Source: an optimization exercise on an open RTL-to-GDS flow (aim: small area). Production flows keep margins and buffers that such runs may drop. Where RTL was checked, it was by simulation tests only, not by an equivalence proof against the original. The clock port is modelled as an ideal driver, which makes a skipped or thinned clock tree look cheaper than it is; a real chip needs a root buffer or a tree. Power and IR drop assume default switching activity.

==> inputs of sierra <==
==> flow/design.v (excerpt) <==
module HRALM4(
    input  [15:0] x,
    input  [15:0] y,
    input         clk,
    input         rst,
    output [31:0] p
    );
==> module HRALM4, before the edit <==
module HRALM4(
    input  [15:0] x,
    input  [15:0] y,
    input         clk,
    input         rst,
    output [31:0] p
    );
    wire [15:0] ax = {3'b0, x[12:0] ^ {13{x[13]}}};
    wire zx8 = ~|ax[15:8];
    wire [15:0] bx = zx8 ? {ax[7:0], 8'd0} : ax;
    wire zx4 = ~|bx[15:12];
    wire [15:0] cx = zx4 ? {bx[11:0], 4'd0} : bx;
    wire zx2 = ~|cx[15:14];
    wire [15:0] dx = zx2 ? {cx[13:0], 2'd0} : cx;
    wire zx1 = ~dx[15];
    wire [2:0] fx = zx1 ? dx[13:11] : dx[14:12];
    wire [3:0] kx = ~{zx8, zx4, zx2, zx1};
    wire nzx = dx[15] | dx[14];
    wire [15:0] ay = {1'b0, y[14:0] ^ {15{y[15]}}};
    wire zy8 = ~|ay[15:8];
    wire [15:0] by = zy8 ? {ay[7:0], 8'd0} : ay;
    wire zy4 = ~|by[15:12];
    wire [15:0] cy = zy4 ? {by[11:0], 4'd0} : by;
    wire zy2 = ~|cy[15:14];
    wire [15:0] dy = zy2 ? {cy[13:0], 2'd0} : cy;
    wire zy1 = ~dy[15];
    wire [2:0] fy = zy1 ? dy[13:11] : dy[14:12];
    wire [3:0] ky = ~{zy8, zy4, zy2, zy1};
    wire nzy = dy[15] | dy[14];
    wire [7:0] lc;
    wire [7:0] ls;
    assign ls[0] = ~(fx[0] ^ fy[0]);
    assign lc[1] = fx[0] | fy[0];
    wire [6:1] la = {kx, fx[2:1]};
    wire [6:1] lb = {ky, fy[2:1]};
    genvar i;
    for (i = 1; i < 7; i = i + 1) begin : g_la
        FA la_fa(.a(la[i]), .b(lb[i]), .c(lc[i]), .s(ls[i]), .co(lc[i+1]));
    end
    assign ls[7] = lc[7];
    wire xo  = x[13] ^ x[14];
    wire one = ~rst & xo;
    wire two = ~rst & ~xo & (x[15] ^ x[14]);
    wire neg = x[15];
    wire [16:0] mag = ({17{one}} & {y[15], y}) | ({17{two}} & {y, 1'b0});
    reg  [16:0] pp1;
    reg         sf;
    reg  [7:0]  L;
    reg         s, nz;
    always @(posedge clk) begin
        pp1 <= mag ^ {17{neg}};
        sf  <= neg;
        L   <= ls;
        s   <= x[13] ^ y[15];
        nz  <= ~rst & nzx & nzy;
    end
    wire [3:0]  t  = L[6:3];
    wire [3:0]  w0 = {1'b1, L[2:0]};
    wire [4:0]  u1 = t[0] ? {w0, 1'b0} : {1'b0, w0};
    wire [6:0]  u2 = t[1] ? {u1, 2'b0} : {2'b0, u1};
    wire [10:0] u3 = t[2] ? {u2, 4'b0} : {4'b0, u2};
    wire [18:0] u4 = t[3] ? {u3, 8'b0} : {8'b0, u3};
    wire [15:0] v  = u4[18:3];
    wire h0   = nz & s;
    wire h1lo = nz & (s ^ ~L[7]);
    wire h1hi = nz & (s ^ L[7]);
    wire [29:0] pp0;
    for (i = 0; i < 16; i = i + 1) begin : g_lo
        assign pp0[i] = v[i] ? h1lo : h0;
    end
    for (i = 0; i < 12; i = i + 1) begin : g_hi
        assign pp0[16+i] = v[i] ? h1hi : h0;
    end
    assign pp0[29:28] = {h0, h0};
    wire [17:0] ha = {pp0[29], pp0[29], pp0[29:14]};
    wire [17:0] hb = {pp1[16], pp1};
    wire [17:0] hi;
    wire [17:0] hc;
    assign hc[0] = sf;
    for (i = 0; i < 16; i = i + 1) begin : g_ha
        FA ha_fa(.a(ha[i]), .b(hb[i]), .c(hc[i]), .s(hi[i]), .co(hc[i+1]));
    end
    wire hx = ha[16] ^ hb[16];
    assign hi[16] = hx ^ hc[16];
    assign hi[17] = hx ? hi[16] : ha[16];
    assign p = {hi, pp0[13:0]};
endmodule
export LEC_CHECK = 0
export CAP_MARGIN = 20
export CORE_MARGIN = 2
export CORE_UTILIZATION = 40
export GPL_TIMING_DRIVEN = 0
export PLACE_DENSITY_LB_ADDON = 0.2
export SLEW_MARGIN = 20
create_clock -name core_clock -period 12.0 [get_ports {clk}]
standard.sh (not shown) runs the stock make flow with config.mk's settings and CLKGATE_MAP_FILE= SYNTH_SCRIPT=/design/flow/synth_recipe.tcl, a recipe that flattens the netlist after the stock synthesis.
==> flow/flow/run.sh <==
#!/bin/bash
# Own layout flow: the standard ORFS flow, with
#  - synthesis as synth_recipe.tcl, but module FA kept apart and mapped onto
#    the library's full-adder cell, and ABC mapping with area-oriented
#    scripts (flow/abc/*.abc, the smallest result kept) instead of the ORFS
#    one, without adder extraction;
#  - port buffers of the smallest buffer cell;
#  - clock tree options from flow/cts_args (no dummy loads), and the
#    clock tree's second level folded into its root buffer (clk_merge.tcl).
# Each make run writes its output to a log file of its own here; ORFS keeps
# each tool's log under orfs/logs.
set -euo pipefail
W=$PWD
export MY_WORK=$W
export MY_ABC_DIR=$W/flow/abc
export MY_FA_MAP=$W/flow/fa_map.v
ARGS=("SYNTH_SCRIPT=$W/flow/synth.tcl" "ADDER_MAP_FILE=" "SYNTH_KEEP_MODULES=FA"
      "BUFFER_PORTS_ARGS=-buffer_cell sky130_fd_sc_hd__buf_1"
      "CTS_ARGS=$(cat $W/flow/cts_args)")
bash standard.sh "${ARGS[@]}" synth > $W/log_synth.txt 2>&1
bash standard.sh "${ARGS[@]}" cts > $W/log_cts.txt 2>&1
export MY_RES=$W/orfs/results/$FLOW_PLATFORM/HRALM4/base
openroad -no_init -exit $W/flow/clk_merge.tcl > $W/log_clk_merge.txt 2>&1
bash standard.sh "${ARGS[@]}" finish > $W/log_layout.txt 2>&1
==> flow/flow/abc/a1.abc <==
strash; &get -n; &deepsyn -T 30; &put; &get -n; &dch -f; &nf -R 1000; &put
==> flow/flow/abc/a2.abc <==
strash; &get -n; &deepsyn -T 30; &put; dch -f; amap; 
==> flow/flow/abc/a3.abc <==
strash; &get -n; &deepsyn -T 30; &put; dch -f; amap -m
==> flow/flow/abc/a4.abc <==
strash; &get -n; &deepsyn -T 30; &put; dch -f; amap -A 10 -F 3
==> flow/flow/abc/a5.abc <==
strash; &get -n; &deepsyn -T 30; &put; dch -f; amap -A 10 -F 3 -m
==> flow/flow/clk_merge.tcl <==
# After clock tree synthesis: the design has no register-to-register path,
# so one buffer can drive every register clock pin. Fold the clock tree's
# second-level buffers into the root buffer: their sinks move to the root
# buffer's output net, the buffers and their nets are removed, and the root
# buffer becomes a clkbuf_16 to drive them all (then placed legally again).
read_db $::env(MY_RES)/4_cts.odb
set block [ord::get_db_block]
set clkport [$block findBTerm clk]
set cnet [$clkport getNet]
set roots {}
foreach it [$cnet getITerms] { lappend roots [$it getInst] }
if {[llength $roots] != 1} { error "clock port drives [llength $roots] cells" }
set root [lindex $roots 0]
set rootout {}
foreach it [$root getITerms] {
  if {[$it isOutputSignal]} { set rootout [$it getNet] }
}
set n 0
foreach it [$rootout getITerms] {
  set inst [$it getInst]
  if {$inst eq $root} { continue }
  set m [[$inst getMaster] getName]
  if {![string match "sky130_fd_sc_hd__clkbuf_*" $m]} { continue }
  set onet {}
  foreach jt [$inst getITerms] {
    if {[$jt isOutputSignal]} { set onet [$jt getNet] }
  }
  foreach jt [$onet getITerms] {
    if {[$jt getInst] eq $inst} { continue }
    $jt disconnect
    $jt connect $rootout
  }
  odb::dbInst_destroy $inst
  odb::dbNet_destroy $onet
  incr n
}
set db [ord::get_db]
if {$n > 0} { $root swapMaster [$db findMaster sky130_fd_sc_hd__clkbuf_16] }
puts "clk_merge: folded $n buffers into [$root getName] ([[$root getMaster] getName])"
detailed_placement
check_placement -verbose
write_db $::env(MY_RES)/4_cts.odb
==> flow/flow/cts_args <==
-sink_clustering_enable -repair_clock_nets -dont_use_dummy_load -buf_list sky130_fd_sc_hd__clkbuf_8 -sink_clustering_size 30 -sink_clustering_max_diameter 200
==> flow/flow/synth.tcl <==
# synth_recipe.tcl, except that instances of module FA become the library's
# full-adder cell before ABC runs, and that ABC maps with area-oriented
# scripts (flow/abc/*.abc) instead of the ORFS one, without the ORFS delay
# constraints (-D, -constr): each script maps the same netlist, and the
# mapping with the smallest cell area is kept.
proc abc {args} {
  set out {}
  set lib {}
  set i 0
  while {$i < [llength $args]} {
    set a [lindex $args $i]
    if {$a in {-script -constr -D}} { incr i 2; continue }
    if {$a eq "-liberty"} { set lib [lindex $args [expr {$i + 1}]] }
    lappend out $a
    incr i
  }
  yosys techmap -map $::env(MY_FA_MAP)
  yosys delete FA
  yosys design -save my_pre_abc
  set best {}
  set best_area 0
  set k 0
  foreach scr [lsort [glob $::env(MY_ABC_DIR)/*.abc]] {
    yosys design -load my_pre_abc
    yosys abc -script $scr {*}$out
    set f $::env(MY_WORK)/abc_stat_$k.txt
    yosys tee -q -o $f stat -liberty $lib
    set fh [open $f r]
    set txt [read $fh]
    close $fh
    if {![regexp {Chip area for module '\\HRALM4': ([0-9.]+)} $txt -> area]} {
      error "no area for ABC script $scr"
    }
    puts "ABC script [file tail $scr]: cell area $area"
    if {$best eq {} || $area < $best_area} {
      set best $scr
      set best_area $area
      yosys design -save my_best_abc
    }
    incr k
  }
  puts "ABC script kept: [file tail $best] (cell area $best_area)"
  yosys design -load my_best_abc
}
source $::env(MY_WORK)/synth_recipe.tcl
Other scripts of this flow, unchanged in this note and not shown: flow/flow/fa_map.v
==> inputs of nickel, as changes to sierra <==
--- a/flow/design.v
+++ b/flow/design.v
@@ -4,6 +4,11 @@
     input         clk,
     input         rst,
-    output [31:0] p
+    output reg [31:0] p
     );
+    wire one = ~rst & (x[13] ^ x[14]);
+    wire two = ~rst & ~(x[13] ^ x[14]) & (x[15] ^ x[14]);
+    wire sf  = x[15] & (one | two);
+    wire [16:0] mag = ({17{one}} & {y[15], y}) | ({17{two}} & {y, 1'b0});
+    wire [16:0] pp1 = mag ^ {17{sf}};
     wire [15:0] ax = {3'b0, x[12:0] ^ {13{x[13]}}};
     wire zx8 = ~|ax[15:8];
@@ -28,7 +33,7 @@
     wire [3:0] ky = ~{zy8, zy4, zy2, zy1};
     wire nzy = dy[15] | dy[14];
+    wire [7:0] L;
     wire [7:0] lc;
-    wire [7:0] ls;
-    assign ls[0] = ~(fx[0] ^ fy[0]);
+    assign L[0]  = ~(fx[0] ^ fy[0]);
     assign lc[1] = fx[0] | fy[0];
     wire [6:1] la = {kx, fx[2:1]};
@@ -36,23 +41,7 @@
     genvar i;
     for (i = 1; i < 7; i = i + 1) begin : g_la
-        FA la_fa(.a(la[i]), .b(lb[i]), .c(lc[i]), .s(ls[i]), .co(lc[i+1]));
+        FA la_fa(.a(la[i]), .b(lb[i]), .c(lc[i]), .s(L[i]), .co(lc[i+1]));
     end
-    assign ls[7] = lc[7];
-    wire xo  = x[13] ^ x[14];
-    wire one = ~rst & xo;
-    wire two = ~rst & ~xo & (x[15] ^ x[14]);
-    wire neg = x[15];
-    wire [16:0] mag = ({17{one}} & {y[15], y}) | ({17{two}} & {y, 1'b0});
-    reg  [16:0] pp1;
-    reg         sf;
-    reg  [7:0]  L;
-    reg         s, nz;
-    always @(posedge clk) begin
-        pp1 <= mag ^ {17{neg}};
-        sf  <= neg;
-        L   <= ls;
-        s   <= x[13] ^ y[15];
-        nz  <= ~rst & nzx & nzy;
-    end
+    assign L[7] = lc[7];
     wire [3:0]  t  = L[6:3];
     wire [3:0]  w0 = {1'b1, L[2:0]};
@@ -62,4 +51,6 @@
     wire [18:0] u4 = t[3] ? {u3, 8'b0} : {8'b0, u3};
     wire [15:0] v  = u4[18:3];
+    wire nz   = ~rst & nzx & nzy;
+    wire s    = x[13] ^ y[15];
     wire h0   = nz & s;
     wire h1lo = nz & (s ^ ~L[7]);
@@ -76,13 +67,12 @@
     wire [17:0] hb = {pp1[16], pp1};
     wire [17:0] hi;
-    wire [17:0] hc;
+    wire [18:0] hc;
     assign hc[0] = sf;
-    for (i = 0; i < 16; i = i + 1) begin : g_ha
+    for (i = 0; i < 17; i = i + 1) begin : g_ha
         FA ha_fa(.a(ha[i]), .b(hb[i]), .c(hc[i]), .s(hi[i]), .co(hc[i+1]));
     end
-    wire hx = ha[16] ^ hb[16];
-    assign hi[16] = hx ^ hc[16];
-    assign hi[17] = hx ? hi[16] : ha[16];
-    assign p = {hi, pp0[13:0]};
+    assign hi[17] = ha[17] ^ hb[17] ^ hc[17];
+    always @(posedge clk)
+        p <= {hi, pp0[13:0]};
 endmodule
 module FA(
==> flow/flow/run.sh (replaced) <==
#!/bin/bash
# Own layout flow: the standard ORFS flow, with
#  - synthesis as synth_recipe.tcl, but module FA kept apart and mapped onto
#    the library's full-adder cell, and ABC mapping with an area-oriented
#    script (flow/area.abc) instead of the ORFS one, without adder extraction;
#  - port buffers of the smallest buffer cell.
# Each make run writes its output to a log file of its own here; ORFS keeps
# each tool's log under orfs/logs.
set -euo pipefail
W=$PWD
export MY_WORK=$W
export MY_ABC_SCRIPT=$W/flow/area.abc
export MY_FA_MAP=$W/flow/fa_map.v
ARGS=("SYNTH_SCRIPT=$W/flow/synth.tcl" "ADDER_MAP_FILE=" "SYNTH_KEEP_MODULES=FA"
      "BUFFER_PORTS_ARGS=-buffer_cell sky130_fd_sc_hd__buf_1")
bash standard.sh "${ARGS[@]}" synth > $W/log_synth.txt 2>&1
bash standard.sh "${ARGS[@]}" finish > $W/log_layout.txt 2>&1
==> flow/flow/area.abc (new file) <==
strash; &get -n; &deepsyn -T 30; &put; &get -n; &dch -f; &nf -R 1000; &put
==> flow/flow/synth.tcl (replaced) <==
# synth_recipe.tcl, except that ABC maps with an area-oriented script and
# without the ORFS delay constraints (-D, -constr), and that instances of
# module FA become the library's full-adder cell before ABC runs.
proc abc {args} {
  set out {}
  set i 0
  while {$i < [llength $args]} {
    set a [lindex $args $i]
    if {$a in {-script -constr -D}} { incr i 2; continue }
    lappend out $a
    incr i
  }
  yosys techmap -map $::env(MY_FA_MAP)
  yosys delete FA
  yosys abc -script $::env(MY_ABC_SCRIPT) {*}$out
}
source $::env(MY_WORK)/synth_recipe.tcl
removed: flow/flow/abc/a1.abc
removed: flow/flow/abc/a2.abc
removed: flow/flow/abc/a3.abc
removed: flow/flow/abc/a4.abc
removed: flow/flow/abc/a5.abc
removed: flow/flow/clk_merge.tcl
removed: flow/flow/cts_args
==> summary.txt <==
nickel completed and failed the layout checks on setup timing. sierra finished with timing, DRC and antenna clean. The clock power of nickel is 2.8 times that of sierra. Against sierra, the global-route usage of nickel is lower by 1.1 points. Between nickel and sierra, the lower sequential cell count is in sierra (gap 4). Against sierra, the count of clock-buffer cells in the layout of nickel is higher by 6. Of nickel and sierra, nickel has the higher power (gap 66%, measured against sierra). In nickel the synthesized cell count is smaller than in sierra, by 17%. In sierra the sequential power is lower than in nickel, by about 22%. In sierra the wire length is smaller than in nickel, by about 4.3%. In nickel the combinational power is larger than in sierra, by about 70%.
==> figures <==
Run status: sierra timing/DRC/antenna clean; nickel failed layout checks
Reasons for failing layout checks: sierra -; nickel setup timing
Count of cells along the worst hold path: sierra 1; nickel 4
Max FFs per register: sierra 17; nickel 32
Leading cell type by number of instances after synthesis: sierra o21ai_0; nickel mux2i_1
Count of inverters other than clock inverters in the layout: sierra 39; nickel 8
Part of the cycle the worst path needs: sierra 0.913; nickel 1.12
Adder-cell area share of the yosys netlist: sierra 0.181; nickel 0.176
Area of the multi-input gates: sierra 1720 um^2; nickel 2210 um^2
Sum of negative setup slack: sierra 0 ps; nickel -4510 ps
Power in sequential cells: sierra 125 uW; nickel 161 uW
Fraction of met2 tracks used by global routing: sierra 0.324; nickel 0.297
Synthesized-area fraction occupied by and/or/nand/nor cells: sierra 0.184; nickel 0.105
Total length of routed wires: sierra 6030 um; nickel 6310 um
Detailed-route via count: sierra 2508; nickel 2306
CP startpoint kind: sierra register; nickel primary input
Number of clock sinks seen by CTS: sierra 28; nickel 32
Total chip power: sierra 412 uW; nickel 684 uW
Post-synthesis compound-gate area fraction: sierra 0.343; nickel 0.185
Area of the die: sierra 6710 um^2; nickel 7200 um^2
The RTL of nickel was laid out without a check of its function.

==> port drivers added, routing unchanged <==
The results above use ideal ports. As a check the final layouts listed here were re-extracted and re-timed, cells and wires unchanged. Step 1: set_driving_cell puts a clkbuf_16 on clk and a buf_2 on each other input, an assumption about the parent block. Step 2 times the ports against the registers' clock, not the clock port: input delays grow and output delays shrink by t, the midpoint of the rising clock arrivals with the driver on. Slacks: ideal ports / drivers / drivers and shift; pairs: ideal ports / drivers.
run	t (ns)	slack for setup (ns)	latest minus earliest clock arrival (ns)	worst data-port slew with drivers (ns)
sierra	0.197	1.049 / 1.015 / 1.212	0.002 / 0.002	0.04
nickel	0.306	-1.490 / -1.561 / -1.867	0.007 / 0.007	0.15
The setup slack of nickel, which loses most, moves by -0.071 ns with the drivers and by -0.377 ns with both steps.
